What follows belongs to an exercise in optimizing a design on an open flow for small area, a short achievable clock period and few clock cycles per item; a production flow would make more cautious choices.
RTL that was checked went through simulation tests only; none was proved equivalent to the original.
The RTL of runs 2, 3, 5 and 6 was laid out without a check of its function.
Power figures rest on the tool's default switching activity, not on a simulated workload.

## flow/design.v (module list and top-level ports; edited modules follow where they fit)
// module ram_dual_port: 49 lines
// module gaussian_filter_pipelined_top: 99 lines
// module gaussian_filter_pipelined: 2035 lines
// module gaussian_stream: 29 lines
module gaussian_stream
(
	input        clk,
	input        reset,
	input        on_switch,
	input  [7:0] input_fifo,
	input        input_fifo_valid,
	output       input_fifo_ready,
	output [7:0] output_fifo,
	output       output_fifo_valid,
	input        output_fifo_ready
);
  // ...
==> flow/run.sh <==
#!/bin/bash
# synth_recipe.tcl (not shown) runs the flow's synth.tcl, then flattens the netlist and writes it again
# the make line also repeats each setting of config.mk as NAME=value (left out here)
make -C /OpenROAD-flow-scripts/flow DESIGN_CONFIG=/design/flow/config.mk WORK_HOME=/design/flow/orfs CLKGATE_MAP_FILE= SYNTH_SCRIPT=/design/flow/synth_recipe.tcl finish
==> flow/config.mk <==
export PLATFORM = sky130hd
export DESIGN_NAME = gaussian_stream
export DESIGN_NICKNAME = gaussian_stream
export VERILOG_FILES = /design/flow/design.v
export SDC_FILE = /design/flow/constraint.sdc
export NUM_CORES = 4
export LEC_CHECK = 0
export CAP_MARGIN = 20
export CORE_MARGIN = 2
export CORE_UTILIZATION = 40
export PLACE_DENSITY = 0.6
export SLEW_MARGIN = 20
==> flow/constraint.sdc <==
create_clock -name core_clock -period 10.0 [get_ports {clk}]
set_input_delay 2.0000 -clock core_clock [delete_from_list [all_inputs] [get_ports {clk}]]
set_output_delay 2.0000 -clock core_clock [all_outputs]
set_load 0.01 [all_outputs]
==> flow_metrics.tcl, run 1 <==
set metrics [dict create \
    fp.dieW_um 530 \
    grt.met1_usage_pct 27.6 \
    max_stage_delay_ps 540 \
    reg2regPathDepth 16 \
    seq-cell-share_pct 66.0 \
    crit_cells 28 \
    preCtsSetupSlack_ps 45.3 \
    drt-pass1-iter-count 6 \
    outcome "no timing/DRC/antenna violations" \
    yosys.cell_count.top_type "edfxtp_1" \
    crit_end "output_fifo[7]" \
    min_path_type "reg -> reg" \
    cp.required_ps 8000 \
    rows 192 \
    drt-initial-drc-count 6917 \
    critPathBufInv 8 \
    dp_cells 10200 \
    worstSkewPairLatency_ps 930 \
    crit_top_cell "fa_1" \
    tapCellCount 3686 \
    utilization_pct 45.6 \
    clockBufferDepth 4 \
    top_layer "met5" \
    final-clk-cell-share_pct 7.71 \
    synthArstFlopShare_pct 0 \
    whs_path_depth 0 \
    drc_errors 0 \
    synth.area.mux_share_pct 0.132 \
    clkPwrFrac_pct 36.6 \
    ant_nets 0 \
    synth_edf_count 2736 \
    synth_flop_cell "edfxtp_1" \
    pg_clk_mw 11.0 \
    fin_ws_ps 307 \
    multi_input_cells 3387 \
    numCtsBuffers 305 \
    crit_slowest_cell "fa_1" \
    setup-violations-final 0 \
    seqCellArea_um2 82500 \
    seq_cells 2752 \
]
Testbench counts, summed over its fixed seeds: cycles 49,192, items 49,152.
==> module gaussian_stream, before the edit <==
module gaussian_stream
(
	input        clk,
	input        reset,
	input        on_switch,
	input  [7:0] input_fifo,
	input        input_fifo_valid,
	output       input_fifo_ready,
	output [7:0] output_fifo,
	output       output_fifo_valid,
	input        output_fifo_ready
);
wire unused_ready;
wire unused_finish;
gaussian_filter_pipelined_top core (
	.clk (clk),
	.reset (reset),
	.start (1'b1),
	.ready (unused_ready),
	.finish (unused_finish),
	.on_switch (on_switch),
	.input_fifo (input_fifo),
	.input_fifo_ready (input_fifo_ready),
	.input_fifo_valid (input_fifo_valid),
	.output_fifo (output_fifo),
	.output_fifo_ready (output_fifo_ready),
	.output_fifo_valid (output_fifo_valid)
);
endmodule
==> inputs of run 2 (changes only) <==
==> flow/design.v (replaced) <==
`timescale 1 ns / 1 ns
module gaussian_stream
(
	input        clk,
	input        reset,
	input        on_switch,
	input  [7:0] input_fifo,
	input        input_fifo_valid,
	output       input_fifo_ready,
	output [7:0] output_fifo,
	output       output_fifo_valid,
	input        output_fifo_ready
);
localparam integer DEPTH = 260;    
localparam integer SLOTS = 5;      
reg        rdy;
reg  [7:0] in_reg;
reg        sh;
wire       take = input_fifo_valid & rdy & ~reset;
always @(posedge clk) begin
	in_reg <= input_fifo;
	sh <= take;
end
reg [8*DEPTH-1:0] chain;
always @(posedge clk)
	if (sh) chain <= {chain[8*DEPTH-9:0], in_reg};
function [7:0] tap;
	input integer d;
	begin
		if (d == 0) tap = in_reg;
		else tap = chain[8*(d-1) +: 8];
	end
endfunction
reg [10:0] pos;
reg        primed;
wire [5:0] px = pos[5:0];
wire [4:0] py = pos[10:6];
wire border = ~on_switch | (px < 6'd2) | (px > 6'd61) | (py < 5'd2) | (py > 5'd29);
always @(posedge clk) begin
	if (reset) begin
		pos <= 11'd1918;       
		primed <= 1'b0;
	end else if (sh) begin
		pos <= pos + 11'd1;
		if (pos == 11'd2047) primed <= 1'b1;
	end
end
reg        v1, b1;
reg  [7:0] ctr1;
reg  [9:0] c1, c3a, c3b, c4, c8, c10;
always @(posedge clk) begin
	v1 <= ~reset & sh & primed;
	b1 <= border;
	ctr1 <= tap(260 - 64*(2) - (2));
	c1  <= tap(260 - 64*(0) - (0)) + tap(260 - 64*(0) - (4)) + tap(260 - 64*(4) - (0)) + tap(260 - 64*(4) - (4));
	c3a <= tap(260 - 64*(0) - (1)) + tap(260 - 64*(0) - (3)) + tap(260 - 64*(1) - (0)) + tap(260 - 64*(3) - (0));
	c3b <= tap(260 - 64*(4) - (1)) + tap(260 - 64*(4) - (3)) + tap(260 - 64*(1) - (4)) + tap(260 - 64*(3) - (4));
	c4  <= tap(260 - 64*(0) - (2)) + tap(260 - 64*(2) - (0)) + tap(260 - 64*(4) - (2)) + tap(260 - 64*(2) - (4));
	c8  <= tap(260 - 64*(1) - (1)) + tap(260 - 64*(1) - (3)) + tap(260 - 64*(3) - (1)) + tap(260 - 64*(3) - (3));
	c10 <= tap(260 - 64*(1) - (2)) + tap(260 - 64*(2) - (1)) + tap(260 - 64*(3) - (2)) + tap(260 - 64*(2) - (3));
end
reg        v2, b2;
reg  [7:0] ctr2;
reg [13:0] sx, sy;      
always @(posedge clk) begin
	v2 <= ~reset & v1;
	b2 <= b1;
	ctr2 <= ctr1;
	sx <= c1 + c3a + c3b + {c3a, 1'b0} + {c3b, 1'b0} + {c4, 2'b00};
	sy <= {c8, 2'b00} + c10 + {c10, 2'b00} + {ctr1, 1'b0} + {ctr1, 2'b00};
end
wire [14:0] s = sx + {sy, 1'b0};
wire  [7:0] res = b2 ? ctr2 : s[14:7];
reg        ovalid;
reg  [7:0] odata;
reg  [7:0] mem [0:SLOTS-2];
reg  [1:0] wp, rp;
reg  [2:0] fcnt;
reg  [2:0] occ;
wire head_free = ~ovalid | output_fifo_ready;
wire otake = ovalid & output_fifo_ready;
wire pop = head_free & (fcnt != 3'd0);
wire push = v2 & ~(head_free & (fcnt == 3'd0));
wire drop = sh & ~primed;
wire [2:0] occ_n = occ + {2'b00, take} - {2'b00, drop} - {2'b00, otake};
always @(posedge clk) begin
	if (push) mem[wp] <= res;
	if (reset) begin
		ovalid <= 1'b0;
		wp <= 2'd0;
		rp <= 2'd0;
		fcnt <= 3'd0;
		occ <= 3'd0;
		rdy <= 1'b1;
	end else begin
		if (head_free) begin
			if (pop) begin
				odata <= mem[rp];
				ovalid <= 1'b1;
			end else if (v2) begin
				odata <= res;
				ovalid <= 1'b1;
			end else begin
				ovalid <= 1'b0;
			end
		end
		if (push) wp <= wp + 2'd1;
		if (pop) rp <= rp + 2'd1;
		fcnt <= fcnt + {2'b00, push} - {2'b00, pop};
		occ <= occ_n;
		rdy <= occ_n < SLOTS;
	end
end
assign input_fifo_ready = rdy;
assign output_fifo = odata;
assign output_fifo_valid = ovalid;
endmodule
--- a/flow/config.mk
+++ b/flow/config.mk
@@ -9,4 +9,7 @@
 export CORE_MARGIN = 2
-export CORE_UTILIZATION = 40
-export PLACE_DENSITY = 0.6
+export CORE_UTILIZATION = 60
+export CTS_CLUSTER_DIAMETER = 80
+export CTS_CLUSTER_SIZE = 30
+export PLACE_DENSITY = 0.7
+export SETUP_SLACK_MARGIN = 5
 export SLEW_MARGIN = 20
==> flow_metrics.tcl, run 2 <==
set metrics [dict create \
    viasPerCell 5.26 \
    vdd_drop_max_v 0.000241 \
    yosysTopAreaCellShare_pct 85.5 \
    crit_fanout 3 \
    hold_violations 0 \
    rows 129 \
    avgSynthCellArea_um2 23.7 \
    holdPathEnd "b2" \
    synth_seq_cells 2262 \
    final_cell_mix "2,120 x edfxtp_1, 198 x inv_1, 160 x fa_1" \
    grt_first_pass_wirelength_um 148000 \
    rsz0062_at_grt "no" \
    yosys.cell_count.top_type "edfxtp_1" \
    core_area_um2 123000 \
    synth_area_leaders "edfxtp_1 85%, fa_1 4.3%, dfxtp_1 3.8%" \
    synth_flop_cell "edfxtp_1" \
    drc_errors 0 \
    die_h_um 356 \
    max_freq_mhz 232 \
    hpwl_um 52700 \
    gr-usage-all-layers_pct 14.9 \
    io_buffers 22 \
    clkTransAtPathRegs_ps 110 \
    routedWlPerCell_um 18.8 \
    startpoint_type "register" \
    tns_ps 0 \
    crit_type "reg -> reg" \
    fin_skew_ps 34.4 \
    preCtsSetupSlack_ps 5050 \
    place.gp.congestion 0.842 \
    fillers 7901 \
    synth_commonest_cells "2,120 x edfxtp_1, 198 x inv_1, 160 x fa_1" \
    max-cap-violations 0 \
    reg2reg_to "sy[13]" \
    grt_pass1_vias 26100 \
    slew_viol_final 0 \
    clockBufferDepth 3 \
    period_share_pct 43.1 \
    synthArstFlopShare_pct 0 \
    synth_edf_count 2120 \
    layout_commonest_cell "edfxtp_1" \
    layout.cells.non_filler 4960 \
    reg2regPathDepth 15 \
    drive_gt1_share_pct 4.73 \
    vias 26100 \
    dieArea_um2 127000 \
    tightest_slew_ps 1120 \
    drt-initial-drc-count 2609 \
    cts_tree "yes" \
    fin_crit_ps 4310 \
    max_stage_delay_ps 530 \
    stdcell_area_um2 79700 \
    postCtsSetupRepairBufs 0 \
    nNetsFinal 3556 \
    power.total_mw 17.8 \
    dp_cells 4813 \
    netlist_instances 3145 \
    cts_root_buf "clkbuf_16" \
    fp.dieW_um 356 \
    largest_register "chain" \
    drt-pass1-iter-count 5 \
    yosys_warnings 1 \
    r2r-start "ctr1[1]" \
    syn_to_final_growth_pct 7.00 \
    ff2ff_setup_slack_ps 5690 \
    worstSkewPairLatency_ps 700 \
    largest_reg_flops 2080 \
    synth.net_count 3431 \
    numCtsBuffers 90 \
    reg.largest.list "chain x2080, mem x32, sy x14" \
    p_leak_nw 20.6 \
    wl_um 93200 \
    syn_area_um2 74500 \
    grt_max_degree 231 \
    cts.sinks 2262 \
    utilization_pct 64.5 \
    ant_nets 0 \
    h-tree-depth 3 \
    hold_start "b1" \
    crit_path_end_kind "register" \
    fin_ws_ps 5690 \
    setup-violations-final 0 \
    whs_ps 342 \
    min_path_type "reg -> reg" \
    whs_path_depth 0 \
    yosysTopAreaCell "edfxtp_1" \
    postCtsHoldBufs 0 \
    pwr_density_cell_nw_per_um2 223 \
    synth_cell_type_count 48 \
    crit_slowest_cell "fa_1" \
    dpl_cell_area_um2 76900 \
    ios 23 \
    start_util_pct 60.3 \
    overflow 0 \
    cp_data_arrival_time_ps 4900 \
    cts_resized 0 \
    outcome "no timing/DRC/antenna violations" \
    seq_area_frac_synth_pct 89.3 \
    cp.required_ps 10590 \
    antenna_found_initial 3 \
    relSlewSlack_pct 25.1 \
    cp_cell_sequence "inv_1 > fa_1 > inv_1 > fa_1 > inv_1 > fa_1 > inv_1 > ha_1 > fa_1 > a21oi_1 > nor2b_1 > o31a_1 > or4_1 > a2111o_1 > o311ai_1" \
]
==> run 2: changes by cell type in the layout (fill, tap and decap cells not counted), moves of 84 or more <==
| cell | before | now |
|---|---|---|
| a221oi_1 | 189 | 0 |
| a31oi_1 | 175 | 2 |
| a22oi_1 | 650 | 0 |
| a21oi_1 | 147 | 40 |
| nand3_1 | 100 | 9 |
| nor2_1 | 469 | 60 |
| clkbuf_16 | 309 | 93 |
| ha_1 | 195 | 111 |
| and3_1 | 181 | 6 |
| dfxtp_1 | 7 | 141 |
| edfxtp_1 | 2736 | 2120 |
| nand4_1 | 113 | 4 |
| buf_4 | 122 | 11 |
| a22o_1 | 191 | 0 |
==> run 2: area by class of cell <==
type | instances | area [um2] | share of cell area (%)
antenna | 1 | 2.50 | 0.00314
clock inverter | 20 | 219 | 0.275
multi-input combinational | 675 | 7200 | 9.04
tap | 1637 | 2050 | 2.57
inverter | 198 | 743 | 0.933
clock buffer | 124 | 2450 | 3.08
timing repair buffer | 43 | 500 | 0.628
sequential | 2262 | 66500 | 83.5
==> run 2: where the power goes <==
part           switching (mW)  internal [mW]
Combinational            1.48          0.827
Clock                    2.60           1.78
Sequential              0.155           10.9
Total                    4.24           13.5
==> run 2: how the worst max path moves through the flow <==
| stage | slack [ps] | end | start | depth (start not counted) |
|---|---|---|---|---|
| CTS | 5640 | sy[13] | ctr1[1] | 15 |
| global placement | 5130 | rdy | reset | 11 |
| finish | 5690 | sy[13] | ctr1[1] | 15 |
| floorplan | -5860 | rdy | sh | 8 |
| detailed placement | 5050 | rdy | reset | 11 |
| global route | 5420 | sy[13] | ctr1[1] | 15 |
==> run 2: kinds of logic (layout without fill, tap and decap cells) <==
group	after synthesis	count (layout)	synth area share, %
flip-flops	2262	2262	89.3
adder cells (fa/ha/maj)	273	273	6.20
buffers and inverters	208	385	1.05
AND/OR/NAND/NOR	191	191	1.20
AO/OA/AOI/OAI	128	128	1.10
XOR/XNOR	68	68	0.800
multiplexers	15	15	0.348
other	0	1	0
==> run 2: layer usage <==
| metal | up-vias | GRT usage, % | share of wire (%) |
|---|---|---|---|
| met5 | - | 0 | 0 |
| li1 | 12100 | - | - |
| met4 | 0 | 4.36 | 2.4 |
| met3 | 145 | 2.08 | 3.2 |
| met2 | 334 | 21.6 | 45 |
| met1 | 13500 | 24.0 | 50 |
==> run 2: critical path, delay by kind of cell, from the launching register on <==
family	cells	cell delay, ps
flip-flops	1	390
AND/OR/NAND/NOR	2	530
buffers and inverters	4	240
AO/OA/AOI/OAI	4	890
adder cells (fa/ha/maj)	5	2160
==> inputs of run 3 (changes only) <==
==> flow/flow/run.sh (new file) <==
#!/bin/bash
set -euo pipefail
bash standard.sh SETUP_SLACK_MARGIN=7 finish > standard_flow.log 2>&1
==> flow/standard.sh (new file) <==
#!/bin/bash
# synth_recipe.tcl (not shown) runs the flow's synth.tcl, then flattens the netlist and writes it again
# the make line also repeats each setting of config.mk as NAME=value (left out here)
make -C /OpenROAD-flow-scripts/flow DESIGN_CONFIG=/design/flow/config.mk WORK_HOME=/design/flow/orfs CLKGATE_MAP_FILE= SYNTH_SCRIPT=/design/flow/synth_recipe.tcl "${@:-finish}"
--- a/flow/config.mk
+++ b/flow/config.mk
@@ -13,3 +13,2 @@
 export PLACE_DENSITY = 0.7
-export SETUP_SLACK_MARGIN = 5
 export SLEW_MARGIN = 20
removed: flow/run.sh
==> flow_metrics.tcl, run 3 <==
set metrics [dict create \
    rsz0062_at_grt "yes" \
    reg2reg_to "sy[13]" \
    grt_max_degree 231 \
    clockBufferDepth 3 \
    fp.dieW_um 356 \
    drive_gt1_share_pct 10.2 \
    yosysTopAreaCellShare_pct 85.5 \
    synth_seq_cells 2262 \
    synth_compound_area_share_pct 1.10 \
    synth_top_family_by_area "adder cells" \
    synthSimpleGateAreaFrac_pct 1.20 \
    worstSkewPairLatency_ps 700 \
    synth_commonest_cells "2,120 x edfxtp_1, 198 x inv_1, 160 x fa_1" \
    reg2regPathDepth 15 \
    synth-xor-area-share_pct 0.800 \
    pwr_density_cell_nw_per_um2 230 \
    hold_start "b1" \
    ios 23 \
    netlist_instances 3145 \
    utilization_pct 65.3 \
    synth.net_count 3431 \
    antenna_found_initial 3 \
    die_h_um 356 \
    yosysTopAreaCell "edfxtp_1" \
    vdd_drop_max_v 0.000343 \
    holdPathEnd "b2" \
    period_share_pct 41.3 \
    synth_cell_type_count 48 \
    synth_area_leaders "edfxtp_1 85%, fa_1 4.3%, dfxtp_1 3.8%" \
    yosys.cell_count.top_type "edfxtp_1" \
    hpwl_um 52700 \
    cp.required_ps 10600 \
    wl_um 95200 \
    start_util_pct 60.3 \
    place.gp.congestion 0.842 \
    drt-initial-drc-count 2454 \
    r2r-start "ctr1[1]" \
    synth_edf_count 2120 \
    largest_reg_flops 2080 \
    tns_ps 0 \
    relSlewSlack_pct 27.3 \
    startpoint_type "register" \
    rows 129 \
    num_antenna_cells 0 \
    synth_adder_area_share_pct 6.20 \
    seq_area_frac_synth_pct 89.3 \
    fin_crit_ps 4130 \
    io_buffers 22 \
    stdcell_area_um2 80700 \
    min_path_type "reg -> reg" \
    syn_to_final_growth_pct 8.32 \
    viasPerCell 5.27 \
    tightest_slew_ps 1090 \
    ff2ff_setup_slack_ps 5870 \
    p_leak_nw 21.0 \
    power.total_mw 18.6 \
    nNetsFinal 3610 \
    fin_skew_ps 35.3 \
    yosys_warnings 1 \
    drc_errors 0 \
    whs_path_depth 0 \
    synth_flop_cell "edfxtp_1" \
    reg.largest.list "chain x2080, mem x32, sy x14" \
    cp_data_arrival_time_ps 4730 \
    fillers 7801 \
    routedWlPerCell_um 19.0 \
    crit_fanout 2 \
    clkTransAtPathRegs_ps 110 \
    cts.sinks 2262 \
    hold_violations 0 \
    final_cell_mix "2,120 x edfxtp_1, 167 x inv_1, 148 x fa_1" \
    synth.area.mux_share_pct 0.348 \
    core_area_um2 123000 \
    grt_first_pass_wirelength_um 150000 \
    dpl_cell_area_um2 76900 \
    gr-usage-all-layers_pct 15.1 \
    max_freq_mhz 242 \
    layout_commonest_cell "edfxtp_1" \
    setup-violations-final 0 \
    dieArea_um2 127000 \
    layout.cells.non_filler 5013 \
    h-tree-depth 3 \
    syn_area_um2 74500 \
    crit_type "reg -> reg" \
    outcome "no timing/DRC/antenna violations" \
    crit_path_end_kind "register" \
    overflow 0 \
    largest_register "chain" \
    cts_root_buf "clkbuf_16" \
    dp_cells 4813 \
    grt_pass1_vias 26500 \
    vias 26400 \
    drt-pass1-iter-count 5 \
    ant_nets 0 \
    numCtsBuffers 90 \
    cts_tree "yes" \
    avgSynthCellArea_um2 23.7 \
    slew_viol_final 0 \
    max-cap-violations 0 \
    synthArstFlopShare_pct 0 \
]
-- run 3: logic make-up after synthesis --
group           after synthesis
compound gates              128
xor+xnor                     68
fa+ha+maj                   273
buf+inv                     208
flops                      2262
mux                          15
simple gates                191
-- run 3: metal layers --
layer / vias up / part of all wire [%] / GRT usage (%)
met2: 350 / 45 / 22.2
li1: 12200 / - / -
met4: 0 / 2.4 / 4.34
met3: 155 / 3.2 / 2.10
met1: 13700 / 49 / 24.3
met5: - / 0 / 0
-- run 3: worst max-delay path, stage by stage (launching register included) --
cell and delay, ps:
dfxtp_2 350, inv_2 40, fa_1 540, inv_2 40
fa_1 520, inv_2 40, fa_1 500, inv_1 40
ha_2 190, fa_2 370, a21oi_2 160, nor2b_1 70
o31a_1 250, or4_4 440, a2111o_1 370, o311ai_1 90
-- run 3: timing repair --
action	CTS	global route
pin swaps	40	55
gates cloned	2	0
endpoints found under the setup margin	842	983
setup buffers	28	25
resized for setup	162	78
hold buffers	0	0
-- run 3: cell type report --
class                           count  area [um2]  area share, %
Clock inverter                     20         219          0.271
Timing Repair Buffer               97        1040           1.29
Multi-Input combinational cell    675        7630           9.46
Clock buffer                      124        2450           3.04
Tap cell                         1637        2050           2.54
Sequential cell                  2262       66500           82.5
Inverter                          198         747          0.926
-- run 3: metrics by stage --
| stage | hold slack (ps) | setup WS, ps |
|---|---|---|
| 5_1_grt | 348 | 5710 |
| 4_1_cts | 340 | 5870 |
| 3_3_place_gp | 325 | 5130 |
| 6_report | 344 | 5870 |
| 3_5_place_dp | 315 | 5050 |
| 2_1_floorplan | 310 | -5860 |
-- run 3: worst max path at each step --
stage / start / to / slack [ps] / cells after the start
3_5_place_dp: reset / rdy / 5050 / 11
5_1_grt: ctr1[1] / sy[13] / 5710 / 15
2_1_floorplan: sh / rdy / -5860 / 8
3_3_place_gp: reset / rdy / 5130 / 11
6_report: ctr1[1] / sy[13] / 5870 / 15
4_1_cts: ctr1[1] / sy[13] / 5870 / 15
-- run 3: where the power goes --
part | leakage [nW] | internal [mW] | switching (mW) | total (mW)
sequential | 15.5 | 10.9 | 0.150 | 11.1
clock | 1.28 | 1.78 | 2.61 | 4.39
combinational | 4.20 | 1.31 | 1.78 | 3.08
==> inputs of run 4 (changes only) <==
--- a/flow/design.v
+++ b/flow/design.v
@@ -20,3 +20,3 @@
 always @(posedge clk) begin
-	in_reg <= input_fifo;
+	if (take) in_reg <= input_fifo;
 	sh <= take;
==> flow/run.sh (new file) <==
#!/bin/bash
# synth_recipe.tcl (not shown) runs the flow's synth.tcl, then flattens the netlist and writes it again
# the make line also repeats each setting of config.mk as NAME=value (left out here)
make -C /OpenROAD-flow-scripts/flow DESIGN_CONFIG=/design/flow/config.mk WORK_HOME=/design/flow/orfs CLKGATE_MAP_FILE= SYNTH_SCRIPT=/design/flow/synth_recipe.tcl finish
--- a/flow/config.mk
+++ b/flow/config.mk
@@ -9,6 +9,4 @@
 export CORE_MARGIN = 2
-export CORE_UTILIZATION = 60
-export CTS_CLUSTER_DIAMETER = 80
-export CTS_CLUSTER_SIZE = 30
-export PLACE_DENSITY = 0.7
+export CORE_UTILIZATION = 40
+export PLACE_DENSITY = 0.6
 export SLEW_MARGIN = 20
removed: flow/flow/run.sh
removed: flow/standard.sh
==> flow_metrics.tcl, run 4 <==
set metrics [dict create \
    synth_seq_cells 2262 \
    core_area_um2 185000 \
    hold_start "b1" \
    dpl_cell_area_um2 78100 \
    drt-pass1-iter-count 5 \
    max_freq_mhz 214 \
    clockBufferDepth 3 \
    largest_register "chain" \
    synth_flop_cell "edfxtp_1" \
    hpwl_um 52900 \
    die_h_um 436 \
    seqCellArea_um2 66600 \
    grt_first_pass_wirelength_um 154000 \
    postCtsHoldBufs 0 \
    startpoint_type "primary input" \
    dieArea_um2 190000 \
    cp.required_ps 10670 \
    postCtsSetupRepairBufs 0 \
    seq_area_frac_synth_pct 89.3 \
    syn_to_final_growth_pct 13.7 \
    crit_fanout 18 \
    yosys.cell_count.top_type "edfxtp_1" \
    synth.net_count 3431 \
    antenna_found_initial 5 \
    hold_violations 0 \
    yosysTopAreaCell "edfxtp_1" \
    fp.dieW_um 436 \
    whs_ps 336 \
    max-cap-violations 0 \
    synthArstFlopShare_pct 0 \
    preCtsSetupSlack_ps 4450 \
    yosys_warnings 1 \
    reg.largest.list "chain x2080, mem x32, sy x14" \
    stdcell_area_um2 84700 \
    period_share_pct 46.7 \
    cts_root_buf "clkbuf_16" \
    reg2reg_to "sy[13]" \
    nNetsFinal 3670 \
    grt_pass1_vias 26500 \
    dp_cells 5652 \
    cts.sinks 2262 \
    r2r-start "ctr1[1]" \
    crit_type "in -> reg" \
    clkTransAtPathRegs_ps 60 \
    numCtsBuffers 207 \
    fillers 15200 \
    vias 26800 \
    vdd_drop_max_v 0.000232 \
    ios 23 \
    cts_resized 0 \
    viasPerCell 4.43 \
    synth_cell_type_count 48 \
    whs_path_depth 0 \
    gr-usage-all-layers_pct 10.3 \
    fin_skew_ps 28.4 \
    reg2regPathDepth 15 \
    largest_reg_flops 2080 \
    worstSkewPairLatency_ps 800 \
    slew_viol_final 0 \
    setup-violations-final 0 \
    rows 158 \
    ant_nets 0 \
    cts_tree "yes" \
    synth_commonest_cells "2,128 x edfxtp_1, 198 x inv_1, 160 x fa_1" \
    rsz0062_at_grt "no" \
    grt_max_degree 220 \
    cp_data_arrival_time_ps 5340 \
    relSlewSlack_pct 22.4 \
    tns_ps 0 \
    layout_commonest_cell "edfxtp_1" \
    crit_path_end_kind "register" \
    outcome "no timing/DRC/antenna violations" \
    tightest_slew_ps 1160 \
    layout.cells.non_filler 6037 \
    routedWlPerCell_um 16.3 \
    netlist_instances 3145 \
    final_cell_mix "2,128 x edfxtp_1, 208 x clkbuf_16, 198 x inv_1" \
    syn_area_um2 74500 \
    start_util_pct 40.2 \
    synth_edf_count 2128 \
    drt-initial-drc-count 2385 \
    yosysTopAreaCellShare_pct 85.7 \
    ff2ff_setup_slack_ps 5770 \
    p_leak_nw 22.5 \
    synth_area_leaders "edfxtp_1 86%, fa_1 4.3%, dfxtp_1 3.6%" \
    drc_errors 0 \
    wl_um 98300 \
    holdPathEnd "b2" \
    drive_gt1_share_pct 9.17 \
    multi_input_area_um2 7200 \
    pwr_density_cell_nw_per_um2 251 \
    overflow 0 \
    fin_ws_ps 5330 \
    place.gp.congestion 0.759 \
    h-tree-depth 4 \
    avgSynthCellArea_um2 23.7 \
    min_path_type "reg -> reg" \
    fin_crit_ps 4670 \
    io_buffers 22 \
]
[run 4: cell types whose count changed in the layout (fill, tap and decap cells not counted), moves of 20 or more]
cell and delta:
buf_6 -21, inv_2 -30, clkbuf_16 +115, inv_1 +31, clkinv_1 +47, o21ai_0 +20, buf_4 -36, clkinv_2 +32
[run 4: kinds of logic after synthesis]
kind of cell / Yosys count / synth area share, %
AOI/OAI and AO/OA: 128 / 1.10
xor gates and xnor gates: 68 / 0.799
adders and majority gates: 273 / 6.19
buffers and inverters: 208 / 1.05
DFF: 2262 / 89.3
muxes: 15 / 0.347
and+or+nand+nor: 191 / 1.20
[run 4: worst max-delay path by stage]
stage,to,startpoint,cells after the start
2_1_floorplan,rdy,sh,8
4_1_cts,rdy,reset,9
3_3_place_gp,rdy,reset,9
6_report,rdy,reset,9
5_1_grt,rdy,reset,9
3_5_place_dp,rdy,reset,9
[run 4: metal layers]
layer	vias to the layer above	routed length [um]	part of all wire (%)	GRT usage (%)
li1	12500	-	-	-
met4	0	2400	2.4	3.54
met1	13700	51100	52	16.5
met3	194	3790	3.9	2.44
met2	384	41000	42	13.6
met5	-	0	0	0
[run 4: layout make-up]
type | count | area share, %
diodes | 1 | 0.00295
clock buffers | 262 | 6.45
clock inverters | 119 | 1.32
inverters | 198 | 0.877
multi-input cells | 675 | 8.49
flip-flops and latches | 2262 | 78.6
well taps | 2480 | 3.66
repair buffers | 40 | 0.613
[run 4: metrics by stage]
stage	utilization (%)	total power, mW
after detailed placement	42.1	13.8
final	45.7	21.2
after global routing	45.7	22.2
after CTS	45.7	21.5
after global placement	42.1	13.8
after floorplan	-	13.8
[run 4: where the power goes]
group / internal (mW) / total (mW) / switching, mW
sequential: 11.0 / 11.1 / 0.152
combinational: 0.874 / 2.47 / 1.59
clock: 4.33 / 7.64 / 3.31
total: 16.2 / 21.2 / 5.05
[run 4: critical path: stages]
cell and delay [ps]:
clkdlybuf4s50_1 730, inv_1 420, and3_1 910, fa_1 560, ha_2 210, ha_4 150, xnor2_1 120, nor2_1 140
o21ai_1 90
Testbench counts of run 4, summed over its fixed seeds: cycles 49,184, items 49,152.
==> inputs of run 5 (changes only) <==
==> flow/design.v (replaced) <==
`timescale 1 ns / 1 ns
module gaussian_stream
(
	input        clk,
	input        reset,
	input        on_switch,
	input  [7:0] input_fifo,
	input        input_fifo_valid,
	output       input_fifo_ready,
	output [7:0] output_fifo,
	output       output_fifo_valid,
	input        output_fifo_ready
);
localparam integer SLOTS = 6;      
reg        rdy;
reg  [7:0] in_reg;
reg        sh;            
wire       take = input_fifo_valid & rdy & ~reset;
always @(posedge clk) begin
	in_reg <= input_fifo;
	sh <= take;
end
reg [511:0] ring0, ring1, ring2, ring3;
reg  [31:0] ev;           
wire [7:0] out0 = ring0[511:504];
wire [7:0] out1 = ring1[511:504];
wire [7:0] out2 = ring2[511:504];
wire [7:0] out3 = ring3[511:504];
always @(posedge clk) begin
	ring0 <= {ring0[503:0], sh ? in_reg : out0};
	ring1 <= {ring1[503:0], sh ? out0 : out1};
	ring2 <= {ring2[503:0], sh ? out1 : out2};
	ring3 <= {ring3[503:0], sh ? out2 : out3};
	if (sh) ev <= {ev[23:0], out3};
end
function [7:0] win;
	input integer m, n;
	reg [511:0] r;
	begin
		if (n == 4) begin
			case (m)
			4: win = in_reg;
			3: win = out0;
			2: win = out1;
			1: win = out2;
			default: win = out3;
			endcase
		end else begin
			case (m)
			4: r = ring0;
			3: r = ring1;
			2: r = ring2;
			default: r = ring3;
			endcase
			if (m == 0) win = ev[8*(3-n) +: 8];
			else win = r[8*(3-n) +: 8];
		end
	end
endfunction
reg  [5:0] ph, nx;
reg [10:0] pos;
reg        primed;
wire [5:0] px = pos[5:0];
wire [4:0] py = pos[10:6];
wire border = ~on_switch | (px < 6'd2) | (px > 6'd61) | (py < 5'd2) | (py > 5'd29);
always @(posedge clk) begin
	if (reset) begin
		ph <= 6'd63;
		nx <= 6'd0;
		pos <= 11'd1918;       
		primed <= 1'b0;
	end else begin
		ph <= ph + 6'd1;
		if (take) nx <= nx + 6'd1;
		if (sh) begin
			pos <= pos + 11'd1;
			if (pos == 11'd2047) primed <= 1'b1;
		end
	end
end
reg        v1, b1;
reg  [7:0] ctr1;
reg  [9:0] c1, c3a, c3b, c4, c8, c10;
always @(posedge clk) begin
	v1 <= ~reset & sh & primed;
	b1 <= border;
	ctr1 <= win(2, 2);
	c1  <= win(0, 0) + win(0, 4) + win(4, 0) + win(4, 4);
	c3a <= win(0, 1) + win(0, 3) + win(1, 0) + win(3, 0);
	c3b <= win(4, 1) + win(4, 3) + win(1, 4) + win(3, 4);
	c4  <= win(0, 2) + win(2, 0) + win(4, 2) + win(2, 4);
	c8  <= win(1, 1) + win(1, 3) + win(3, 1) + win(3, 3);
	c10 <= win(1, 2) + win(2, 1) + win(3, 2) + win(2, 3);
end
reg        v2, b2;
reg  [7:0] ctr2;
reg [11:0] sa;            
reg [11:0] sb, sd;        
reg [10:0] se;            
wire [11:0] a_sum = c1 + c3a + c3b;
always @(posedge clk) begin
	v2 <= ~reset & v1;
	b2 <= b1;
	ctr2 <= ctr1;
	sa <= a_sum;
	sb <= c3a + c3b + {c4, 1'b0};
	sd <= c8 + c10 + ctr1;
	se <= c10 + {ctr1, 1'b0};
end
reg        v3, b3;
reg  [7:0] ctr3;
reg [10:0] sf;            
reg [11:0] sd3;
wire [12:0] f_sum = sa[11:1] + sb + se;
always @(posedge clk) begin
	v3 <= ~reset & v2;
	b3 <= b2;
	ctr3 <= ctr2;
	sf <= f_sum[12:2];
	sd3 <= sd;
end
wire [11:0] t = sf + sd3;     
wire  [7:0] res = b3 ? ctr3 : t[11:4];
reg        ovalid;
reg  [7:0] odata;
reg  [7:0] mem [0:SLOTS-2];
reg  [2:0] wp, rp;
reg  [2:0] fcnt;
reg  [2:0] occ;
wire head_free = ~ovalid | output_fifo_ready;
wire otake = ovalid & output_fifo_ready;
wire pop = head_free & (fcnt != 3'd0);
wire push = v3 & ~(head_free & (fcnt == 3'd0));
wire drop = sh & ~primed;
wire [2:0] occ_n = occ + {2'b00, take} - {2'b00, drop} - {2'b00, otake};
wire [5:0] nx_n = nx + {5'd0, take};
always @(posedge clk) begin
	if (push) mem[wp] <= res;
	if (reset) begin
		ovalid <= 1'b0;
		wp <= 3'd0;
		rp <= 3'd0;
		fcnt <= 3'd0;
		occ <= 3'd0;
		rdy <= 1'b1;
	end else begin
		if (head_free) begin
			if (pop) begin
				odata <= mem[rp];
				ovalid <= 1'b1;
			end else if (v3) begin
				odata <= res;
				ovalid <= 1'b1;
			end else begin
				ovalid <= 1'b0;
			end
		end
		if (push) wp <= (wp == SLOTS - 2) ? 3'd0 : wp + 3'd1;
		if (pop) rp <= (rp == SLOTS - 2) ? 3'd0 : rp + 3'd1;
		fcnt <= fcnt + {2'b00, push} - {2'b00, pop};
		occ <= occ_n;
		rdy <= (occ_n < SLOTS) & (ph + 6'd2 == nx_n);
	end
end
assign input_fifo_ready = rdy;
assign output_fifo = odata;
assign output_fifo_valid = ovalid;
endmodule
--- a/flow/config.mk
+++ b/flow/config.mk
@@ -9,4 +9,7 @@
 export CORE_MARGIN = 2
-export CORE_UTILIZATION = 40
-export PLACE_DENSITY = 0.6
+export CORE_UTILIZATION = 60
+export CTS_CLUSTER_DIAMETER = 80
+export CTS_CLUSTER_SIZE = 30
+export PLACE_DENSITY = 0.7
+export SETUP_SLACK_MARGIN = 5
 export SLEW_MARGIN = 20
==> flow_metrics.tcl, run 5 <==
set metrics [dict create \
    crit_fanout 28 \
    start_util_pct 60.5 \
    dp_cells 4735 \
    overflow 0 \
    drive_gt1_share_pct 4.14 \
    drt-pass1-iter-count 5 \
    wl_um 67600 \
    fp.dieW_um 311 \
    power.total_mw 16.7 \
    ant_nets 0 \
    yosys.cell_count.top_type "dfxtp_1" \
    synth.net_count 3757 \
    wl_met2_um 28000 \
    cts_tree "yes" \
    pwr_density_cell_nw_per_um2 275 \
    layout.cells.non_filler 4854 \
    drc_errors 0 \
    crit_path_end_kind "register" \
    max-cap-violations 0 \
    vias 21400 \
    fin_skew_ps 29.5 \
    cts.sinks 2313 \
    antenna_found_initial 3 \
    yosysTopAreaCell "dfxtp_1" \
    outcome "no timing/DRC/antenna violations" \
    postCtsSetupRepairBufs 0 \
    die_h_um 311 \
    io_buffers 22 \
    hold_violations 0 \
    gr-usage-all-layers_pct 14.4 \
    grt_first_pass_wirelength_um 112000 \
    dieArea_um2 96700 \
    crit_slowest_cell "fa_1" \
    slew_viol_final 0 \
    synth_commonest_cells "2,233 x dfxtp_1, 264 x inv_1, 139 x fa_1" \
    nNetsFinal 3856 \
    cp_data_arrival_time_ps 5040 \
    seq_area_frac_synth_pct 83.4 \
    routedWlPerCell_um 13.9 \
    grt_pass1_vias 21600 \
    layout_commonest_cell "dfxtp_1" \
    cp_cell_sequence "clkdlybuf4s50_1 > buf_4 > nor2_1 > inv_1 > fa_1 > ha_1 > inv_1 > ha_1 > xnor2_1 > xnor2_1 > a2111oi_0 > a31o_2" \
    yosys_warnings 1 \
    numCtsBuffers 89 \
    core_area_um2 93300 \
    hpwl_um 42300 \
    max_stage_delay_ps 450 \
    crit_type "in -> reg" \
    synth_seq_cells 2313 \
    tns_ps 0 \
    final_cell_mix "2,232 x dfxtp_1, 264 x inv_1, 139 x fa_1" \
    max_freq_mhz 227 \
    p_leak_nw 25.2 \
    synthArstFlopShare_pct 0 \
    syn_area_um2 56500 \
    viasPerCell 4.41 \
    synth_flop_cell "dfxtp_1" \
    setup-violations-final 0 \
    rows 112 \
    netlist_instances 3473 \
    cts_resized 0 \
    postCtsHoldBufs 0 \
    utilization_pct 65.1 \
    startpoint_type "primary input" \
    num_antenna_cells 0 \
    synth_area_leaders "dfxtp_1 79%, fa_1 4.9%, edfxtp_1 4.3%" \
    yosysTopAreaCellShare_pct 79.1 \
    ios 23 \
    wl_met1_um 35900 \
    worstSkewPairLatency_ps 680 \
    clockBufferDepth 3 \
    synth_cell_type_count 62 \
    grt_max_degree 53 \
    avgSynthCellArea_um2 16.3 \
    period_share_pct 44.1 \
    place.gp.congestion 0.792 \
    clkTransAtPathRegs_ps 110 \
    cp.required_ps 10640 \
    drt-initial-drc-count 1116 \
    rsz0062_at_grt "no" \
    fin_crit_ps 4410 \
    h-tree-depth 3 \
    tightest_slew_ps 837 \
    cts_root_buf "clkbuf_16" \
    wl_met3_um 2070 \
    vdd_drop_max_v 0.000218 \
    relSlewSlack_pct 44.2 \
    syn_to_final_growth_pct 7.54 \
    synth_edf_count 80 \
    min_path_type "reg -> reg" \
    top_layer "met5" \
]
[run 5: report_power, final]
group / total [mW] / internal (mW) / switching (mW)
clock network: 4.24 / 1.69 / 2.54
logic: 2.46 / 1.17 / 1.29
registers: 9.99 / 9.77 / 0.217
total: 16.7 / 12.6 / 4.05
[run 5: worst paths after layout]
path,slack [ps],cells after the start,start,to
max,5590,12,reset,rdy
min,300,0,ring0[265],ring0[273]
max reg2reg,6740,10,ring2[18],c10[8]
min reg2reg,300,0,ring0[265],ring0[273]
[run 5: through the flow]
| step | hold WS (ps) | setup WS, ps | area [um2] |
|---|---|---|---|
| finish | 299 | 5590 | 60800 |
| global route | 303 | 5460 | 60800 |
| CTS | 305 | 5640 | 60800 |
| detailed placement | 312 | 4890 | 58300 |
| global placement | 310 | 4930 | 58300 |
| floorplan | 310 | 5620 | 56500 |
[run 5: cells by family after synthesis]
kind of cell	count (synthesis)	share of synthesized area, %
buf+inv	286	1.91
mux	32	0.775
flops	2313	83.4
simple gates	239	1.97
xor+xnor	111	1.72
compound gates	221	2.42
fa+ha+maj	271	7.85
[run 5: final cells by class]
class	count	area (um2)
multi-input cells	874	8320
repair buffers	30	280
fillers	6557	32600
inverters	264	991
clock inverters	12	171
flip-flops and latches	2313	47100
clock buffers	107	2330
well taps	1254	1570
[run 5: worst max-delay path: cells and delay by family]
kind	cells	cell delay, ps
fa+ha+maj	3	930
buf+inv	4	780
compound gates	2	630
simple gates	1	410
xor+xnor	2	270
[run 5: routing by layer]
layer	global-route usage [%]	up-vias
met4	4.06	6
met3	2.89	104
met1	21.9	10100
met2	21.2	187
li1	-	11000
met5	0	-
==> inputs of run 6 (changes only) <==
==> flow/flow/run.sh (new file) <==
#!/bin/bash
set -euo pipefail
bash standard.sh SETUP_SLACK_MARGIN=7 finish > standard_flow.log 2>&1
==> flow/standard.sh (new file) <==
#!/bin/bash
# synth_recipe.tcl (not shown) runs the flow's synth.tcl, then flattens the netlist and writes it again
# the make line also repeats each setting of config.mk as NAME=value (left out here)
make -C /OpenROAD-flow-scripts/flow DESIGN_CONFIG=/design/flow/config.mk WORK_HOME=/design/flow/orfs CLKGATE_MAP_FILE= SYNTH_SCRIPT=/design/flow/synth_recipe.tcl "${@:-finish}"
--- a/flow/config.mk
+++ b/flow/config.mk
@@ -13,3 +13,2 @@
 export PLACE_DENSITY = 0.7
-export SETUP_SLACK_MARGIN = 5
 export SLEW_MARGIN = 20
removed: flow/run.sh
==> flow_metrics.tcl, run 6 <==
set metrics [dict create \
    ant_nets 0 \
    dp_cells 4729 \
    grt_max_degree 85 \
    cts_root_buf "clkbuf_16" \
    crit_family "adder cells" \
    max-cap-violations 0 \
    worstSkewPairLatency_ps 690 \
    die_h_um 311 \
    numCtsBuffers 89 \
    start_util_pct 60.5 \
    synth_edf_count 80 \
    grt_pass1_vias 22900 \
    tns_ps 0 \
    clockBufferDepth 3 \
    outcome "no timing/DRC/antenna violations" \
    wl_um 71600 \
    h-tree-depth 3 \
    io_buffers 22 \
    p_leak_nw 25.3 \
    drt-pass1-iter-count 5 \
    viasPerCell 4.48 \
    max_freq_mhz 290 \
    avgSynthCellArea_um2 16.3 \
    relSlewSlack_pct 28.3 \
    min_path_type "reg -> reg" \
    synth_seq_cells 2313 \
    grt_first_pass_wirelength_um 119000 \
    pwr_density_cell_nw_per_um2 275 \
    tightest_slew_ps 1080 \
    overflow 0 \
    layout.cells.non_filler 4864 \
    cp.required_ps 10610 \
    fp.dieW_um 311 \
    vdd_drop_max_v 0.000196 \
    startpoint_type "primary input" \
    antenna_found_initial 2 \
    max_stage_delay_ps 520 \
    synth_area_leaders "dfxtp_1 79%, fa_1 4.9%, edfxtp_1 4.3%" \
    ios 23 \
    layout_commonest_cell "dfxtp_1" \
    seq_area_frac_synth_pct 83.4 \
    synth_flop_cell "dfxtp_1" \
    final_cell_mix "2,219 x dfxtp_1, 257 x inv_1, 131 x fa_1" \
    fin_crit_ps 3440 \
    gr-usage-all-layers_pct 15.1 \
    crit_slowest_cell "fa_2" \
    crit_path_end_kind "register" \
    yosysTopAreaCellShare_pct 79.1 \
    rows 112 \
    synth_commonest_cells "2,233 x dfxtp_1, 264 x inv_1, 139 x fa_1" \
    yosys_warnings 1 \
    nNetsFinal 3865 \
    yosys.cell_count.top_type "dfxtp_1" \
    cp_data_arrival_time_ps 4050 \
    clkTransAtPathRegs_ps 110 \
    rsz0062_at_grt "yes" \
    cts_tree "yes" \
    drc_errors 0 \
    setup-violations-final 0 \
    drt-initial-drc-count 960 \
    syn_to_final_growth_pct 8.62 \
    drive_gt1_share_pct 7.15 \
    cp_cell_sequence "buf_8 > buf_12 > nor2_4 > inv_2 > fa_2 > inv_2 > ha_4 > ha_4 > xnor2_4 > xnor2_2 > a2111oi_4 > a31o_2" \
    critPathBufInv 4 \
    crit_fanout 2 \
    hpwl_um 44800 \
    core_area_um2 93300 \
    fin_skew_ps 28.4 \
    slew_viol_final 0 \
    postCtsHoldBufs 0 \
    routedWlPerCell_um 14.7 \
    syn_area_um2 56500 \
    period_share_pct 34.4 \
    vias 21800 \
    hold_violations 0 \
    yosysTopAreaCell "dfxtp_1" \
    synth.net_count 3757 \
    cts.sinks 2313 \
    dieArea_um2 96700 \
    netlist_instances 3473 \
    crit_type "in -> reg" \
    synth_cell_type_count 62 \
    place.gp.congestion 0.826 \
    synthArstFlopShare_pct 0 \
]
==> run 6: worst paths after layout <==
path / from / end / slack, ps / depth (start not counted)
worst max-delay path: reset / rdy / 6560 / 12
worst min-delay path: ring2[132] / ring2[140] / 310 / 0
worst max register to register: ring1[1] / c8[7] / 7040 / 11
worst min register to register: ring2[132] / ring2[140] / 310 / 0
==> run 6: repair_timing <==
| action | 4_1_cts | 5_1_grt |
|---|---|---|
| cloned | 1 | 1 |
| endpoints found under the setup margin | 93 | 36 |
| buffers inserted | 5 | 8 |
| resized for setup | 105 | 43 |
| pin swaps | 14 | 37 |
==> run 6: layer usage <==
layer	up-vias	GRT usage, %	part of all wire, %
met1	10400	22.5	52
met5	-	0	0
li1	11100	-	-
met3	110	2.47	3.3
met2	219	22.8	43
met4	0	4.95	2.4
==> run 6: layout make-up <==
cell class	instances	area (um2)
fillers	6460	31900
clock inverters	13	208
inverters	264	991
clock buffers	106	2350
repair buffers	38	335
well taps	1254	1570
diodes	1	2.50
flip-flops and latches	2313	47100
multi-input cells	875	8790
==> run 6: cells by family after synthesis <==
logic type	synth area share [%]
xor gates and xnor gates	1.72
AOI/OAI and AO/OA	2.42
and+or+nand+nor	1.97
buffers and inverters	1.91
DFF	83.4
adders and majority gates	7.85
muxes	0.775
==> run 6: where the power goes <==
group / total [mW] / internal [mW] / leakage, nW / switching, mW
logic: 2.61 / 1.22 / 5.07 / 1.39
clock network: 4.29 / 1.74 / 1.24 / 2.55
registers: 10.0 / 9.77 / 19.0 / 0.224
total: 16.9 / 12.7 / 25.3 / 4.17
==> run 6: metrics by stage <==
step / setup slack (ps) / power (mW) / utilization (%) / hold slack [ps] / instance area, um2
floorplan: 6010 / 12.1 / - / 310 / 56700
global placement: 5180 / 12.7 / 62.6 / 310 / 58400
detailed placement: 5120 / 12.7 / 62.6 / 312 / 58400
CTS: 6500 / 17.0 / 65.5 / 313 / 61200
global route: 6510 / 17.7 / 65.8 / 321 / 61400
finish: 6560 / 16.9 / 65.8 / 315 / 61400
==> inputs of run 7 (changes only) <==
--- a/flow/design.v
+++ b/flow/design.v
@@ -68,3 +68,2 @@
 		ph <= 6'd63;
-		nx <= 6'd0;
 		pos <= 11'd1918;       
@@ -73,3 +72,2 @@
 		ph <= ph + 6'd1;
-		if (take) nx <= nx + 6'd1;
 		if (sh) begin
@@ -125,15 +123,24 @@
 reg  [7:0] odata;
-reg  [7:0] mem [0:SLOTS-2];
+reg  [7:0] mem [0:SLOTS-1];
 reg  [2:0] wp, rp;
-reg  [2:0] fcnt;
+reg  [2:0] cnt;
 reg  [2:0] occ;
-wire head_free = ~ovalid | output_fifo_ready;
-wire otake = ovalid & output_fifo_ready;
-wire pop = head_free & (fcnt != 3'd0);
-wire push = v3 & ~(head_free & (fcnt == 3'd0));
-wire drop = sh & ~primed;
-wire [2:0] occ_n = occ + {2'b00, take} - {2'b00, drop} - {2'b00, otake};
-wire [5:0] nx_n = nx + {5'd0, take};
+wire       push = v3;
+wire       pop = ovalid & output_fifo_ready;
+wire [2:0] wp1 = (wp == SLOTS - 1) ? 3'd0 : wp + 3'd1;
+wire [2:0] rp1 = (rp == SLOTS - 1) ? 3'd0 : rp + 3'd1;
+wire [7:0] head0 = mem[rp];
+wire [7:0] head1 = mem[rp1];
+wire       empty0 = cnt == 3'd0;
+wire       empty1 = cnt == 3'd1;
+wire       left_empty = empty0 | (empty1 & pop);    
+wire       drop = sh & ~primed;                     
+wire [2:0] occ_b = occ - {2'b00, drop};
+wire       room_p = occ_b < SLOTS - 1;
+wire       room_0 = occ_b < SLOTS;
+wire       eq0 = (ph + 6'd2) == nx;
+wire       eq1 = (ph + 6'd1) == nx;
 always @(posedge clk) begin
 	if (push) mem[wp] <= res;
+	odata <= left_empty ? res : pop ? head1 : head0;
 	if (reset) begin
@@ -142,22 +149,14 @@
 		rp <= 3'd0;
-		fcnt <= 3'd0;
+		cnt <= 3'd0;
 		occ <= 3'd0;
+		nx <= 6'd0;
 		rdy <= 1'b1;
 	end else begin
-		if (head_free) begin
-			if (pop) begin
-				odata <= mem[rp];
-				ovalid <= 1'b1;
-			end else if (v3) begin
-				odata <= res;
-				ovalid <= 1'b1;
-			end else begin
-				ovalid <= 1'b0;
-			end
-		end
-		if (push) wp <= (wp == SLOTS - 2) ? 3'd0 : wp + 3'd1;
-		if (pop) rp <= (rp == SLOTS - 2) ? 3'd0 : rp + 3'd1;
-		fcnt <= fcnt + {2'b00, push} - {2'b00, pop};
-		occ <= occ_n;
-		rdy <= (occ_n < SLOTS) & (ph + 6'd2 == nx_n);
+		ovalid <= push | ~left_empty;
+		if (push) wp <= wp1;
+		if (pop) rp <= rp1;
+		cnt <= pop ? (push ? cnt : cnt - 3'd1) : (push ? cnt + 3'd1 : cnt);
+		occ <= take ? (pop ? occ_b : occ_b + 3'd1) : (pop ? occ_b - 3'd1 : occ_b);
+		if (take) nx <= nx + 6'd1;
+		rdy <= take ? (eq1 & (pop ? room_0 : room_p)) : (eq0 & (pop | room_0));
 	end
==> flow/run.sh (new file) <==
#!/bin/bash
# synth_recipe.tcl (not shown) runs the flow's synth.tcl, then flattens the netlist and writes it again
# the make line also repeats each setting of config.mk as NAME=value (left out here)
make -C /OpenROAD-flow-scripts/flow DESIGN_CONFIG=/design/flow/config.mk WORK_HOME=/design/flow/orfs CLKGATE_MAP_FILE= SYNTH_SCRIPT=/design/flow/synth_recipe.tcl finish
--- a/flow/config.mk
+++ b/flow/config.mk
@@ -13,2 +13,3 @@
 export PLACE_DENSITY = 0.7
+export SETUP_SLACK_MARGIN = 5
 export SLEW_MARGIN = 20
removed: flow/flow/run.sh
removed: flow/standard.sh
==> flow_metrics.tcl, run 7 <==
set metrics [dict create \
    outcome "no timing/DRC/antenna violations" \
    crit_slowest_cell "clkdlybuf4s50_1" \
    overflow 0 \
    dieArea_um2 97900 \
    power.total_mw 16.8 \
    cts_tree "yes" \
    dpl_cell_area_um2 59000 \
    place.gp.congestion 0.795 \
    synth_commonest_cells "2,241 x dfxtp_1, 249 x inv_1, 137 x fa_1" \
    critPathBufInv 1 \
    p_leak_nw 25.3 \
    hold_violations 0 \
    period_share_pct 37.2 \
    synth_flop_cell "dfxtp_1" \
    nNetsFinal 3936 \
    yosys.cell_count.top_type "dfxtp_1" \
    worstSkewPairLatency_ps 700 \
    ff2ff_setup_slack_ps 6810 \
    pwr_density_cell_nw_per_um2 272 \
    ant_nets 0 \
    whs_path_depth 0 \
    crit_type "reg -> out" \
    grt_first_pass_wirelength_um 118000 \
    num_antenna_cells 0 \
    reg2regPathDepth 11 \
    hold_start "ring0[63]" \
    postCtsSetupRepairBufs 0 \
    yosysTopAreaCell "dfxtp_1" \
    viasPerCell 4.52 \
    synthArstFlopShare_pct 0 \
    fp.dieW_um 313 \
    grt_max_degree 87 \
    routedWlPerCell_um 14.6 \
    postCtsHoldBufs 0 \
    wl_um 72000 \
    rows 113 \
    r2r-start "ring2[17]" \
    cts_root_buf "clkbuf_16" \
    fin_ws_ps 6280 \
    max_stage_delay_ps 590 \
    gr-usage-all-layers_pct 15.1 \
    ios 23 \
    layout_commonest_cell "dfxtp_1" \
    vias 22400 \
    yosys_warnings 1 \
    clkTransAtPathRegs_ps 110 \
    setup-violations-final 0 \
    whs_ps 318 \
    hpwl_um 44900 \
    seq_area_frac_synth_pct 82.5 \
    drc_errors 0 \
    crit_path_end_kind "output pin" \
    crit_fanout 1 \
    crit_family "buffers and inverters" \
    max_freq_mhz 269 \
    cts.sinks 2321 \
    relSlewSlack_pct 27.4 \
    h-tree-depth 3 \
    clockBufferDepth 3 \
    syn_area_um2 57300 \
    drt-pass1-iter-count 5 \
    io_buffers 22 \
    holdPathEnd "ring0[71]" \
    slew_viol_final 0 \
    cp.required_ps 8000 \
    numCtsBuffers 90 \
    fin_skew_ps 20.2 \
    cp_cell_sequence "clkdlybuf4s50_1" \
    tightest_slew_ps 1090 \
    fin_crit_ps 3720 \
    min_path_type "reg -> reg" \
    synth_edf_count 80 \
    start_util_pct 60.5 \
    stdcell_area_um2 61600 \
    tns_ps 0 \
    synth.net_count 3849 \
    drt-initial-drc-count 1311 \
    vdd_drop_max_v 0.000184 \
    grt_pass1_vias 22500 \
    core_area_um2 94700 \
    max-cap-violations 0 \
    synth_cell_type_count 63 \
    final_cell_mix "2,240 x dfxtp_1, 249 x inv_1, 137 x fa_1" \
    synth_area_leaders "dfxtp_1 78%, fa_1 4.8%, edfxtp_1 4.2%" \
    rsz0062_at_grt "no" \
    antenna_found_initial 0 \
    preCtsSetupSlack_ps 5640 \
    drive_gt1_share_pct 4.34 \
    die_h_um 313 \
    cp_data_arrival_time_ps 1720 \
    fillers 6702 \
    yosysTopAreaCellShare_pct 78.3 \
    syn_to_final_growth_pct 7.49 \
    netlist_instances 3570 \
    cts_resized 0 \
    reg2reg_to "c10[9]" \
    avgSynthCellArea_um2 16.0 \
    startpoint_type "register" \
    synth_seq_cells 2321 \
]
run 7: how the worst max path moves through the flow:
| stage | startpoint | endpoint | slack [ps] | cells after the start |
|---|---|---|---|---|
| finish | odata[4] | output_fifo[4] | 6280 | 1 |
| global route | odata[4] | output_fifo[4] | 6220 | 1 |
| CTS | odata[4] | output_fifo[4] | 6220 | 1 |
| detailed placement | output_fifo_ready | rdy | 5640 | 7 |
| global placement | reset | rdy | 5670 | 8 |
| floorplan | reset | rdy | 6480 | 8 |
run 7: through the flow:
stage | cells | util [%]
global placement | 4830 | 62.3
floorplan | 3570 | -
finish | 4951 | 65.0
CTS | 4951 | 65.0
detailed placement | 4830 | 62.3
global route | 4951 | 65.0
run 7: layout make-up:
class	instances	area [um2]	area share, %
Sequential cell	2321	47300	76.8
Multi-Input combinational cell	965	8930	14.5
Clock inverter	17	188	0.305
Timing Repair Buffer	29	273	0.443
Tap cell	1265	1580	2.57
Inverter	250	941	1.53
Clock buffer	104	2380	3.86
run 7: cells by family after synthesis:
kind of cell / after synthesis / share of synthesized area, %
multiplexers: 42 / 1.12
AO/OA/AOI/OAI: 240 / 2.63
AND/OR/NAND/NOR: 305 / 2.50
buffers and inverters: 284 / 1.90
flip-flops: 2321 / 82.5
adder cells (fa/ha/maj): 266 / 7.61
XOR/XNOR: 112 / 1.71
run 7: metal layers:
| metal | up-vias | wire [um] | global-route usage (%) |
|---|---|---|---|
| li1 | 11400 | - | - |
| met1 | 10600 | 37500 | 22.5 |
| met2 | 216 | 30600 | 22.9 |
| met3 | 110 | 2170 | 2.64 |
| met4 | 0 | 1820 | 4.50 |
| met5 | - | 0 | 0 |
run 7: report_power, final:
group	internal (mW)	total, mW	switching, mW
logic	1.13	2.42	1.29
registers	9.79	10.0	0.209
clock network	1.74	4.33	2.59
total	12.7	16.8	4.09
Testbench counts of run 7, summed over its fixed seeds: cycles 49,192, items 49,152.
==> inputs of run 8 (changes only) <==
==> flow/flow/run.sh (new file) <==
#!/bin/bash
set -euo pipefail
bash standard.sh SETUP_SLACK_MARGIN=7 finish > standard_flow.log 2>&1
==> flow/standard.sh (new file) <==
#!/bin/bash
# synth_recipe.tcl (not shown) runs the flow's synth.tcl, then flattens the netlist and writes it again
# the make line also repeats each setting of config.mk as NAME=value (left out here)
make -C /OpenROAD-flow-scripts/flow DESIGN_CONFIG=/design/flow/config.mk WORK_HOME=/design/flow/orfs CLKGATE_MAP_FILE= SYNTH_SCRIPT=/design/flow/synth_recipe.tcl "${@:-finish}"
--- a/flow/config.mk
+++ b/flow/config.mk
@@ -13,3 +13,2 @@
 export PLACE_DENSITY = 0.7
-export SETUP_SLACK_MARGIN = 5
 export SLEW_MARGIN = 20
removed: flow/run.sh
==> flow_metrics.tcl, run 8 <==
set metrics [dict create \
    wl_um 72500 \
    layout_commonest_cell "dfxtp_1" \
    setup-violations-final 0 \
    hold_violations 0 \
    drc_errors 0 \
    cts_root_buf "clkbuf_16" \
    clockBufferDepth 3 \
    max_freq_mhz 314 \
    seqCellArea_um2 47300 \
    nNetsFinal 3945 \
    min_path_type "reg -> reg" \
    clkTransAtPathRegs_ps 110 \
    tns_ps 0 \
    overflow 0 \
    reg2reg_to "c1[9]" \
    ios 23 \
    max_stage_delay_ps 380 \
    rows 113 \
    tightest_slew_ps 971 \
    power.total_mw 16.7 \
    synthArstFlopShare_pct 0 \
    antenna_found_initial 0 \
    drt-pass1-iter-count 5 \
    grtUsageMet2_pct 23.0 \
    fillers 6642 \
    avgSynthCellArea_um2 16.0 \
    core_area_um2 94700 \
    gr-usage-all-layers_pct 15.3 \
    startpoint "odata[6]" \
    whs_ps 319 \
    synth_commonest_cells "2,241 x dfxtp_1, 249 x inv_1, 137 x fa_1" \
    io_buffers 22 \
    yosysTopAreaCellShare_pct 78.3 \
    drt-initial-drc-count 1286 \
    fin_crit_ps 3190 \
    crit_path_end_kind "output pin" \
    grt_max_degree 50 \
    numCtsBuffers 89 \
    crit_family "flip-flops" \
    seq_area_frac_synth_pct 82.5 \
    syn_to_final_growth_pct 8.06 \
    outcome "no timing/DRC/antenna violations" \
    fin_skew_ps 21.0 \
    synth.net_count 3849 \
    grt.met1_usage_pct 22.5 \
    synth_edf_count 80 \
    crit_cells 1 \
    ff2ff_setup_slack_ps 7110 \
    synth_flop_cell "dfxtp_1" \
    vdd_drop_max_v 0.000176 \
    top_usage_layer "met2" \
    dpl_cell_area_um2 59000 \
    stdcell_area_um2 61900 \
    synth_area_leaders "dfxtp_1 78%, fa_1 4.8%, edfxtp_1 4.2%" \
    max-cap-violations 0 \
    synth_cell_type_count 63 \
    pwr_density_cell_nw_per_um2 271 \
    crit_slowest_cell "dfxtp_4" \
    slew_viol_final 0 \
    num_antenna_cells 0 \
    hpwl_um 45200 \
    drive_gt1_share_pct 6.56 \
    synth_seq_cells 2321 \
    startpoint_type "register" \
    yosysTopAreaCell "dfxtp_1" \
    reg2regPathDepth 11 \
    fp.dieW_um 313 \
    relSlewSlack_pct 34.6 \
    place.gp.congestion 0.796 \
    vias 22500 \
    crit_end "output_fifo[6]" \
    crit_type "reg -> out" \
    rsz0062_at_grt "yes" \
    multi_input_area_um2 9180 \
    h-tree-depth 3 \
    die_h_um 313 \
    final_cell_mix "2,222 x dfxtp_1, 249 x inv_1, 131 x fa_1" \
    grt_pass1_vias 22800 \
    critPathBufInv 1 \
    cts_tree "yes" \
    ant_nets 0 \
    yosys.cell_count.top_type "dfxtp_1" \
    dieArea_um2 97900 \
    yosys_warnings 1 \
    routedWlPerCell_um 14.6 \
    postCtsHoldBufs 0 \
    worstSkewPairLatency_ps 700 \
    syn_area_um2 57300 \
    grt_first_pass_wirelength_um 119000 \
    period_share_pct 31.9 \
    use_met3_pct 2.79 \
    cp_cell_sequence "buf_6" \
    p_leak_nw 25.4 \
    cp.required_ps 8000 \
    viasPerCell 4.53 \
    cp_data_arrival_time_ps 1190 \
    r2r-start "in_reg[1]" \
    start_util_pct 60.5 \
    netlist_instances 3570 \
    cts.sinks 2321 \
    crit_fanout 1 \
]
[run 8: cell types whose count changed in the layout (fill, tap and decap cells not counted), sizes merged]
cell,change
dlygate4sd2,+1
clkinv,+1
clkdlybuf4s50,-12
bufinv,+1
clkdlybuf4s15,+1
bufbuf,+1
clkbuf,-3
buf,+19
clkinvlp,+1
inv,-5
[run 8: area by class of cell]
type | count | share of cell area [%]
sequential | 2321 | 76.4
multi-input combinational | 965 | 14.8
clock buffer | 101 | 3.67
tap | 1265 | 2.56
inverter | 250 | 1.53
timing repair buffer | 39 | 0.633
clock inverter | 15 | 0.340
[run 8: per-stage QoR]
stage          setup slack (ps)  util, %  cells
4_1_cts                    6760     65.1   4952
3_3_place_gp               5800     62.3   4829
5_1_grt                    6750     65.3   4956
6_report                   6810     65.3   4956
3_5_place_dp               5790     62.3   4829
2_1_floorplan              6600        -   3570
[run 8: logic make-up after synthesis]
| logic type | synth area share, % |
|---|---|
| and+or+nand+nor | 2.50 |
| DFF | 82.5 |
| muxes | 1.12 |
| xor gates and xnor gates | 1.71 |
| buffers and inverters | 1.90 |
| AOI/OAI and AO/OA | 2.63 |
| adders and majority gates | 7.61 |
[run 8: power by group]
group          leakage (nW)  internal (mW)  switching (mW)  total [mW]
clock network          1.21           1.69            2.57        4.26
logic                  5.14           1.16            1.32        2.48
registers              19.0           9.80           0.207        10.0
[run 8: how the worst min path moves through the flow]
stage          startpoint    endpoint  slack, ps  cells after the start
2_1_floorplan          b1          b2        310                      0
3_3_place_gp   ring1[379]  ring1[387]        310                      0
3_5_place_dp   ring0[115]  ring0[123]        310                      0
4_1_cts        ring0[274]  ring0[282]        320                      0
5_1_grt        ring3[250]  ring3[258]        330                      0
6_report       ring0[274]  ring0[282]        320                      0
[run 8: repair_timing]
item                                    in CTS  in global routing
endpoints found under the setup margin      37                 32
buffers inserted                             6                  4
cloned                                       1                  0
gates resized for setup                     94                 38
pin swaps                                   14                 26
[run 8: per-layer routing]
| metal | up-vias | wire [um] |
|---|---|---|
| met4 | 0 | 2110 |
| met3 | 126 | 2180 |
| met2 | 226 | 30700 |
| li1 | 11500 | - |
| met5 | - | 0 |
| met1 | 10700 | 37500 |
==> inputs of run 9 (changes only) <==
--- a/flow/config.mk
+++ b/flow/config.mk
@@ -9,6 +9,6 @@
 export CORE_MARGIN = 2
-export CORE_UTILIZATION = 60
+export CORE_UTILIZATION = 70
 export CTS_CLUSTER_DIAMETER = 80
 export CTS_CLUSTER_SIZE = 30
-export PLACE_DENSITY = 0.7
+export PLACE_DENSITY = 0.8
 export SLEW_MARGIN = 20
==> flow_metrics.tcl, run 9 <==
set metrics [dict create \
    outcome "no timing/DRC/antenna violations" \
    cts_root_buf "clkbuf_16" \
    netlist_instances 3570 \
    drt-initial-drc-count 1255 \
    max-cap-violations 0 \
    fin_crit_ps 3150 \
    vdd_drop_max_v 0.000199 \
    avgSynthCellArea_um2 16.0 \
    min_path_type "reg -> reg" \
    antenna_found_initial 1 \
    crit_type "reg -> out" \
    layout_commonest_cell "dfxtp_1" \
    seqCellArea_um2 47300 \
    ios 23 \
    critPathBufInv 1 \
    syn_area_um2 57300 \
    whs_ps 304 \
    clockBufferDepth 3 \
    tns_ps 0 \
    multi_input_area_um2 9200 \
    synth_cell_type_count 63 \
    synth.net_count 3849 \
    place.gp.congestion 0.850 \
    fp.dieW_um 290 \
    postCtsHoldBufs 0 \
    die_h_um 290 \
    crit_slowest_cell "dfxtp_4" \
    hold_violations 0 \
    synth_flop_cell "dfxtp_1" \
    clkTransAtPathRegs_ps 110 \
    drc_errors 0 \
    crit_fanout 1 \
    pwr_density_cell_nw_per_um2 275 \
    yosysTopAreaCell "dfxtp_1" \
    gr-usage-all-layers_pct 22.1 \
    p_leak_nw 25.5 \
    crit_path_end_kind "output pin" \
    worstSkewPairLatency_ps 690 \
    utilization_pct 76.5 \
    overflow 0 \
    synth_seq_cells 2321 \
    core_area_um2 80800 \
    relSlewSlack_pct 26.6 \
    grt_first_pass_wirelength_um 145000 \
    dieArea_um2 84100 \
    cts_tree "yes" \
    viasPerCell 4.93 \
    period_share_pct 31.5 \
    fin_skew_ps 38.9 \
    hpwl_um 51600 \
    yosys_warnings 1 \
    rsz0062_at_grt "yes" \
    synthArstFlopShare_pct 0 \
    numCtsBuffers 89 \
    synth_commonest_cells "2,241 x dfxtp_1, 249 x inv_1, 137 x fa_1" \
    drive_gt1_share_pct 7.53 \
    grt_max_degree 91 \
    synth_edf_count 80 \
    cts.sinks 2321 \
    startpoint_type "register" \
    num_antenna_cells 0 \
    crit_family "flip-flops" \
    nNetsFinal 3961 \
    max_stage_delay_ps 380 \
    grt_pass1_vias 25900 \
    routedWlPerCell_um 19.1 \
    setup-violations-final 0 \
    fillers 4296 \
    start_util_pct 70.9 \
    tightest_slew_ps 1090 \
    yosys.cell_count.top_type "dfxtp_1" \
    drt-pass1-iter-count 5 \
    io_buffers 22 \
    cp_data_arrival_time_ps 1150 \
    yosysTopAreaCellShare_pct 78.3 \
    synth_area_leaders "dfxtp_1 78%, fa_1 4.8%, edfxtp_1 4.2%" \
    ant_nets 0 \
    wl_um 91200 \
    seq_area_frac_synth_pct 82.5 \
    rows 104 \
    vias 23500 \
    final_cell_mix "2,214 x dfxtp_1, 241 x inv_1, 127 x fa_1" \
    cp.required_ps 8000 \
    slew_viol_final 0 \
    h-tree-depth 3 \
    syn_to_final_growth_pct 8.01 \
    max_freq_mhz 317 \
    cp_cell_sequence "buf_6" \
]
[run 9: cell types whose count changed in the layout (fill, tap and decap cells not counted), sizes merged]
cell and change:
buf +16, clkinv +1, bufinv -1, inv -3, clkbuf +4, clkinvlp -1
[run 9: metrics by stage]
stage / instance area (um2) / total power [mW] / setup slack, ps / cells
finish: 61900 / 17.0 / 6850 / 4767
global route: 61900 / 17.7 / 6810 / 4767
CTS: 61600 / 17.0 / 6810 / 4751
detailed placement: 58800 / 12.7 / 5770 / 4624
global placement: 58800 / 12.6 / 5770 / 4624
floorplan: 57400 / 12.1 / 6600 / 3570
[run 9: cells by family (layout without fill, tap and decap cells)]
family                     count (synthesis)  after routing  share of synthesized area (%)
AOI/OAI and AO/OA                        240            240                           2.63
xor gates and xnor gates                 112            112                           1.71
adders and majority gates                266            266                           7.61
buffers and inverters                    284            421                           1.90
DFF                                     2321           2321                           82.5
muxes                                     42             42                           1.12
and+or+nand+nor                          305            305                           2.50
[run 9: power breakdown]
group / total [mW] / switching, mW / internal (mW)
logic: 2.59 / 1.41 / 1.18
clock network: 4.39 / 2.66 / 1.72
registers: 10.0 / 0.229 / 9.80
[run 9: final timing paths]
check                               start             end  slack (ps)  cells after the start
worst max-delay path             odata[4]  output_fifo[4]        6850                      1
worst min-delay path            ring2[45]       ring2[53]         300                      0
worst max register to register      ev[2]          c3a[8]        6890                     10
worst min register to register  ring2[45]       ring2[53]         300                      0
[run 9: routing by layer]
metal / GRT usage [%] / vias to the layer above / wire (um) / share of wire [%]
met1: 29.1 / 11500 / 39900 / 44
met4: 6.08 / 0 / 2040 / 2.2
met2: 39.0 / 352 / 46500 / 51
met3: 2.77 / 133 / 2770 / 3.0
li1: - / 11500 / - / -
met5: 0 / - / 0 / 0
[run 9: area by class of cell]
cell class | count | area share (%)
inverters | 250 | 1.53
repair buffers | 55 | 0.840
clock inverters | 11 | 0.326
multi-input cells | 965 | 14.9
clock buffers | 105 | 3.80
flip-flops and latches | 2321 | 76.5
well taps | 1060 | 2.14
[run 9: timing repair]
item	4_1_cts	5_1_grt
setup buffers	10	15
pin swaps	15	45
cloned	1	0
resized for setup	104	50
endpoints found under the setup margin	44	34
